This design comes from an exercise in tuning for small area, a short achievable clock period and few clock cycles on the open sky130 flow, not from production work.
The RTL was checked by simulation tests, not by an equivalence proof against the original design.

==> module write_out, before the edit <==
module write_out #(
	parameter NK = 2,
	parameter [NK*5-1:0] KPOS = {5'd12, 5'd6},
	parameter [17:0] CORR = 18'd0
)
(
	input clk,
	input srstn,
	input [5:0] cnt,
	input [5:0] cnt_nx,
	input [8*18-1:0] pbot,
	input [8*NK-1:0] kbot,
	output reg sram_write_enable_a0,
	output [127:0] sram_wdata_a,
	output [5:0] sram_waddr_a,
	output reg sram_write_enable_b0,
	output [127:0] sram_wdata_b,
	output [5:0] sram_waddr_b,
	output reg sram_write_enable_c0,
	output [127:0] sram_wdata_c,
	output [5:0] sram_waddr_c
);
reg [127:0] xw;
reg [127:0] yw;
reg [3:0] addr_ac;
reg addr_b3;
reg [7:0] xl, yl;   
reg [7:0] xu, yu;   
wire [5:0] pm_nx = cnt_nx - 6'd10;
wire [5:0] pm = cnt - 6'd10;
integer p;
always @(posedge clk) begin
	for (p = 0; p < 8; p = p + 1) begin
		xl[p] <= (pm_nx[2:0] == p) & ~pm_nx[3];
		yl[p] <= (pm_nx[2:0] == p) & pm_nx[3];
		xu[p] <= (pm_nx[2:0] < p) & pm_nx[3];
		yu[p] <= (pm_nx[2:0] < p) & ~pm_nx[3];
	end
end
wire [15:0] q [0:7];
genvar s, t;
generate
	for (s = 0; s < 8; s = s + 1) begin : colq
		quantize #(.NK(NK), .KPOS(KPOS), .CORR(CORR)) u (.pc(pbot[s*18 +: 18]), .kc(kbot[s*NK +: NK]), .q(q[s]));
	end
	for (s = 0; s < 8; s = s + 1) begin : slot
		wire [15:0] xt [0:s];
		wire [15:0] yt [0:s];
		for (t = 0; t <= s; t = t + 1) begin : lp
			assign xt[t] = (t == 0 ? 16'd0 : xt[t-1]) | ({16{xl[7-s+t]}} & q[t]);
			assign yt[t] = (t == 0 ? 16'd0 : yt[t-1]) | ({16{yl[7-s+t]}} & q[t]);
		end
		always @(posedge clk) begin
			xw[s*16 +: 16] <= xt[s] | ({16{xu[s]}} & q[s]);
			yw[s*16 +: 16] <= yt[s] | ({16{yu[s]}} & q[s]);
		end
	end
endgenerate
always @(posedge clk) begin
	addr_ac <= pm[3:0];
	addr_b3 <= ~pm[3];
	sram_write_enable_a0 <= ~(srstn && cnt >= 6'd10 && cnt <= 6'd24);
	sram_write_enable_b0 <= ~(srstn && cnt >= 6'd18 && cnt <= 6'd32);
	sram_write_enable_c0 <= ~(srstn && cnt >= 6'd26 && cnt <= 6'd40);
end
assign sram_wdata_a = xw;
assign sram_wdata_c = xw;
assign sram_wdata_b = yw;
assign sram_waddr_a = {2'd0, addr_ac};
assign sram_waddr_c = {2'd0, addr_ac};
assign sram_waddr_b = {2'd0, addr_b3, addr_ac[2:0]};
endmodule
==> flow/config.mk <==
export PLATFORM = sky130hd
export DESIGN_NAME = tpu_top
export DESIGN_NICKNAME = tpu_top
export VERILOG_FILES = /design/flow/design.v
export SDC_FILE = /design/flow/constraint.sdc
export NUM_CORES = 8
export LEC_CHECK = 0
export CAP_MARGIN = 20
export CORE_MARGIN = 2
export CORE_UTILIZATION = 65
export SETUP_SLACK_MARGIN = 5
export SLEW_MARGIN = 20
export SYNTH_HIERARCHICAL = 1
==> flow/constraint.sdc <==
create_clock -name core_clock -period 9.0 [get_ports {clk}]
set_input_delay 1.8000 -clock core_clock [delete_from_list [all_inputs] [get_ports {clk}]]
set_output_delay 1.8000 -clock core_clock [all_outputs]
set_load 0.01 [all_outputs]
standard.sh (not shown) runs the stock make flow with config.mk's settings and CLKGATE_MAP_FILE= SYNTH_SCRIPT=/design/flow/synth_recipe.tcl, a recipe that flattens the netlist after the stock synthesis.
==> flow/flow/run.sh <==
#!/bin/bash
set -euo pipefail
MARGIN=$(cat flow/margin.txt)
bash standard.sh SETUP_SLACK_MARGIN=$MARGIN finish > standard_flow.log 2>&1
==> flow/flow/margin.txt <==
5.5
Testbench counts at the start, summed over its fixed seeds: cycles 4,032.
Rerun with:
--- a/flow/design.v
+++ b/flow/design.v
@@ -569,39 +569,39 @@
 );
 reg [127:0] xw;
 reg [127:0] yw;
 reg [3:0] addr_ac;
 reg addr_b3;
-reg [7:0] xl, yl;   
-reg [7:0] xu, yu;   
+reg odd;         
+reg [7:0] lsel;  
+reg [7:0] umask;  
 wire [5:0] pm_nx = cnt_nx - 6'd10;
 wire [5:0] pm = cnt - 6'd10;
 integer p;
 always @(posedge clk) begin
+	odd <= pm_nx[3];
 	for (p = 0; p < 8; p = p + 1) begin
-		xl[p] <= (pm_nx[2:0] == p) & ~pm_nx[3];
-		yl[p] <= (pm_nx[2:0] == p) & pm_nx[3];
-		xu[p] <= (pm_nx[2:0] < p) & pm_nx[3];
-		yu[p] <= (pm_nx[2:0] < p) & ~pm_nx[3];
+		lsel[p] <= (pm_nx[2:0] == p);
+		umask[p] <= (pm_nx[2:0] < p);
 	end
 end
 wire [15:0] q [0:7];
 genvar s, t;
 generate
 	for (s = 0; s < 8; s = s + 1) begin : colq
 		quantize #(.NK(NK), .KPOS(KPOS), .CORR(CORR)) u (.pc(pbot[s*18 +: 18]), .kc(kbot[s*NK +: NK]), .q(q[s]));
 	end
 	for (s = 0; s < 8; s = s + 1) begin : slot
-		wire [15:0] xt [0:s];
-		wire [15:0] yt [0:s];
+		wire [15:0] lt [0:s];
 		for (t = 0; t <= s; t = t + 1) begin : lp
-			assign xt[t] = (t == 0 ? 16'd0 : xt[t-1]) | ({16{xl[7-s+t]}} & q[t]);
-			assign yt[t] = (t == 0 ? 16'd0 : yt[t-1]) | ({16{yl[7-s+t]}} & q[t]);
+			assign lt[t] = (t == 0 ? 16'd0 : lt[t-1]) | ({16{lsel[7-s+t]}} & q[t]);
 		end
+		wire [15:0] lv = lt[s];
+		wire [15:0] uv = {16{umask[s]}} & q[s];
 		always @(posedge clk) begin
-			xw[s*16 +: 16] <= xt[s] | ({16{xu[s]}} & q[s]);
-			yw[s*16 +: 16] <= yt[s] | ({16{yu[s]}} & q[s]);
+			xw[s*16 +: 16] <= odd ? uv : lv;
+			yw[s*16 +: 16] <= odd ? lv : uv;
 		end
 	end
 endgenerate
 always @(posedge clk) begin
 	addr_ac <= pm[3:0];
Worst hold slack hardly moves. Clock skew drops by 0.0090 ns. Worst setup slack gains 0.049 ns. Fmax came out higher by 1.4%. Final area is about the same. Clock-buffer cell count stays the same. Non-clock buffer count went up by 41. Via count decreases by 1.1%. Die area is about the same. Flip-flop and latch count drops by 14. Cell count is lower by about 0.34%.
Testbench counts after the change, summed over its fixed seeds: cycles 4,032.

== main ==
tpu_top with an RTL version that a note above also has.
Size in the first run: about 17000 cells after synthesis, roughly 3100 flip-flops, ~580 I/O pins, about 200000 um^2 of cells after synthesis.
// tpu_top
module tpu_top#(
	parameter ARRAY_SIZE = 8,
	parameter SRAM_DATA_WIDTH = 32,
	parameter DATA_WIDTH = 8,
	parameter OUTPUT_DATA_WIDTH = 16
)
(
	input clk,
	input srstn,
	input tpu_start,
	input [SRAM_DATA_WIDTH-1:0] sram_rdata_w0,
	input [SRAM_DATA_WIDTH-1:0] sram_rdata_w1,
	input [SRAM_DATA_WIDTH-1:0] sram_rdata_d0,
	input [SRAM_DATA_WIDTH-1:0] sram_rdata_d1,
	output [9:0] sram_raddr_w0,
	output [9:0] sram_raddr_w1,
	output [9:0] sram_raddr_d0,
	output [9:0] sram_raddr_d1,
	output sram_write_enable_a0,
	output [ARRAY_SIZE*OUTPUT_DATA_WIDTH-1:0] sram_wdata_a,
	output [5:0] sram_waddr_a,
	output sram_write_enable_b0,
	output [ARRAY_SIZE*OUTPUT_DATA_WIDTH-1:0] sram_wdata_b,
	output [5:0] sram_waddr_b,
	output sram_write_enable_c0,
	output [ARRAY_SIZE*OUTPUT_DATA_WIDTH-1:0] sram_wdata_c,
	output [5:0] sram_waddr_c,
	output tpu_done
);
localparam NK = 5;
localparam [NK*5-1:0] KPOS = {5'd14, 5'd12, 5'd10, 5'd8, 5'd6};
localparam [17:0] CORR = 18'd0;
wire [5:0] cnt;
wire [5:0] cnt_nx;
wire [8*18-1:0] pbot;
wire [8*NK-1:0] kbot;
systolic_controll systolic_controll (
	.clk(clk),
	.srstn(srstn),
	.tpu_start(tpu_start),
	.cnt(cnt),
	.cnt_nx(cnt_nx),
	.tpu_done(tpu_done)
);
addr_sel addr_sel (
	.clk(clk),
	.cnt_nx(cnt_nx),
	.sram_raddr_w0(sram_raddr_w0),
	.sram_raddr_w1(sram_raddr_w1),
	.sram_raddr_d0(sram_raddr_d0),
	.sram_raddr_d1(sram_raddr_d1)
);
systolic #(.NK(NK)) systolic (
	.clk(clk),
	.cnt(cnt),
	.cnt_nx(cnt_nx),
	.sram_rdata_w0(sram_rdata_w0),
	.sram_rdata_w1(sram_rdata_w1),
  ...
==> module write_out, before the edit <==
module write_out #(
	parameter NK = 2,
	parameter [NK*5-1:0] KPOS = {5'd12, 5'd6},
	parameter [17:0] CORR = 18'd0
)
(
	input clk,
	input srstn,
	input [5:0] cnt,
	input [5:0] cnt_nx,
	input [8*18-1:0] pbot,
	input [8*NK-1:0] kbot,
	output reg sram_write_enable_a0,
	output [127:0] sram_wdata_a,
	output [5:0] sram_waddr_a,
	output reg sram_write_enable_b0,
	output [127:0] sram_wdata_b,
	output [5:0] sram_waddr_b,
	output reg sram_write_enable_c0,
	output [127:0] sram_wdata_c,
	output [5:0] sram_waddr_c
);
reg [127:0] xw;
reg [127:0] yw;
reg [3:0] addr_ac;
reg addr_b3;
reg odd;         
reg [7:0] lsel;  
reg [7:0] umask;  
wire [5:0] pm_nx = cnt_nx - 6'd10;
wire [5:0] pm = cnt - 6'd10;
integer p;
always @(posedge clk) begin
	odd <= pm_nx[3];
	for (p = 0; p < 8; p = p + 1) begin
		lsel[p] <= (pm_nx[2:0] == p);
		umask[p] <= (pm_nx[2:0] < p);
	end
end
wire [15:0] q [0:7];
genvar s, t;
generate
	for (s = 0; s < 8; s = s + 1) begin : colq
		quantize #(.NK(NK), .KPOS(KPOS), .CORR(CORR)) u (.pc(pbot[s*18 +: 18]), .kc(kbot[s*NK +: NK]), .q(q[s]));
	end
	for (s = 0; s < 8; s = s + 1) begin : slot
		wire [15:0] lt [0:s];
		for (t = 0; t <= s; t = t + 1) begin : lp
			assign lt[t] = (t == 0 ? 16'd0 : lt[t-1]) | ({16{lsel[7-s+t]}} & q[t]);
		end
		wire [15:0] lv = lt[s];
		wire [15:0] uv = {16{umask[s]}} & q[s];
		always @(posedge clk) begin
			xw[s*16 +: 16] <= odd ? uv : lv;
			yw[s*16 +: 16] <= odd ? lv : uv;
		end
	end
endgenerate
always @(posedge clk) begin
	addr_ac <= pm[3:0];
	addr_b3 <= ~pm[3];
	sram_write_enable_a0 <= ~(srstn && cnt >= 6'd10 && cnt <= 6'd24);
	sram_write_enable_b0 <= ~(srstn && cnt >= 6'd18 && cnt <= 6'd32);
	sram_write_enable_c0 <= ~(srstn && cnt >= 6'd26 && cnt <= 6'd40);
end
assign sram_wdata_a = xw;
assign sram_wdata_c = xw;
assign sram_wdata_b = yw;
assign sram_waddr_a = {2'd0, addr_ac};
assign sram_waddr_c = {2'd0, addr_ac};
assign sram_waddr_b = {2'd0, addr_b3, addr_ac[2:0]};
endmodule
export LEC_CHECK = 0
export CAP_MARGIN = 20
export CORE_MARGIN = 2
export CORE_UTILIZATION = 55
export SETUP_SLACK_MARGIN = 5
export SLEW_MARGIN = 20
export SYNTH_HIERARCHICAL = 1
create_clock -name core_clock -period 9.0 [get_ports {clk}]
Scripts as last shown in full above: flow/flow/run.sh, flow/flow/margin.txt
Testbench counts of main, summed over its fixed seeds: cycles 4,032.
Edits applied to the flow inputs when going from main to the feature branch:
diff --git a/flow/design.v b/flow/design.v
--- a/flow/design.v
+++ b/flow/design.v
@@ -569,39 +569,39 @@
 );
 reg [127:0] xw;
 reg [127:0] yw;
 reg [3:0] addr_ac;
 reg addr_b3;
-reg odd;         
-reg [7:0] lsel;  
-reg [7:0] umask;  
+reg [7:0] xl, yl;   
+reg [7:0] xu, yu;   
 wire [5:0] pm_nx = cnt_nx - 6'd10;
 wire [5:0] pm = cnt - 6'd10;
 integer p;
 always @(posedge clk) begin
-	odd <= pm_nx[3];
 	for (p = 0; p < 8; p = p + 1) begin
-		lsel[p] <= (pm_nx[2:0] == p);
-		umask[p] <= (pm_nx[2:0] < p);
+		xl[p] <= (pm_nx[2:0] == p) & ~pm_nx[3];
+		yl[p] <= (pm_nx[2:0] == p) & pm_nx[3];
+		xu[p] <= (pm_nx[2:0] < p) & pm_nx[3];
+		yu[p] <= (pm_nx[2:0] < p) & ~pm_nx[3];
 	end
 end
 wire [15:0] q [0:7];
 genvar s, t;
 generate
 	for (s = 0; s < 8; s = s + 1) begin : colq
 		quantize #(.NK(NK), .KPOS(KPOS), .CORR(CORR)) u (.pc(pbot[s*18 +: 18]), .kc(kbot[s*NK +: NK]), .q(q[s]));
 	end
 	for (s = 0; s < 8; s = s + 1) begin : slot
-		wire [15:0] lt [0:s];
+		wire [15:0] xt [0:s];
+		wire [15:0] yt [0:s];
 		for (t = 0; t <= s; t = t + 1) begin : lp
-			assign lt[t] = (t == 0 ? 16'd0 : lt[t-1]) | ({16{lsel[7-s+t]}} & q[t]);
+			assign xt[t] = (t == 0 ? 16'd0 : xt[t-1]) | ({16{xl[7-s+t]}} & q[t]);
+			assign yt[t] = (t == 0 ? 16'd0 : yt[t-1]) | ({16{yl[7-s+t]}} & q[t]);
 		end
-		wire [15:0] lv = lt[s];
-		wire [15:0] uv = {16{umask[s]}} & q[s];
 		always @(posedge clk) begin
-			xw[s*16 +: 16] <= odd ? uv : lv;
-			yw[s*16 +: 16] <= odd ? lv : uv;
+			xw[s*16 +: 16] <= xt[s] | ({16{xu[s]}} & q[s]);
+			yw[s*16 +: 16] <= yt[s] | ({16{yu[s]}} & q[s]);
 		end
 	end
 endgenerate
 always @(posedge clk) begin
 	addr_ac <= pm[3:0];
## What came out
- Core outline area across main and the feature branch: no real change.
- Taking main as the reference point, the detailed route wirelength on metal3 of the feature branch falls by about 2.5%.
- Between main and the feature branch, the initial standard-cell utilization of the core figures differ only marginally.
- Xor-xnor portion of the synthesized cell area delta (main -> the feature branch): insignificant
- Longest individual stage delay on the worst path (the feature branch over main): decrease, 0.02 ns
- In the feature branch the multi-input gate share of the layout cell area turned out 0.19 points higher than in main.
- Between the feature branch and main, it is the feature branch whose final worst-path cycle share is lower, by 0.17 points.
- Reported for main and the feature branch, peak fanout along the critical path turned out identical to the last digit.
Testbench counts of the feature branch, summed over its fixed seeds: cycles 4,032.

-- what the ideal ports hide --
The results above use ideal ports. As a check the final layouts listed here were re-extracted and re-timed, cells and wires unchanged.
Step 1, drivers: a clkbuf_16 drives clk and a buf_2 each remaining input, both assumed.
Step 2 moves the port delays by t, midway between the first and last clock arrival at a register: inputs arrive t later, outputs are due t later. That takes back most of the time a late clock gives input paths.
Slacks: ideal ports / drivers / drivers and shift; pairs: ideal ports / drivers.
run | t, ns | setup slack, ns | worst slew at a driven data input, ns
the first run of note 1 | 1.028 | 5.477 / 5.404 / 4.675 | 0.12
the second run of note 1 | 1.031 | 5.525 / 5.411 / 4.645 | 0.16
main | 1.014 | 5.534 / 5.434 / 4.590 | 0.15
the feature branch | 1.030 | 5.549 / 5.448 / 4.715 | 0.15
After both steps every run listed still meets setup and hold. The setup slack of main, which loses most, moves by -0.100 ns with the drivers and by -0.944 ns with both steps.
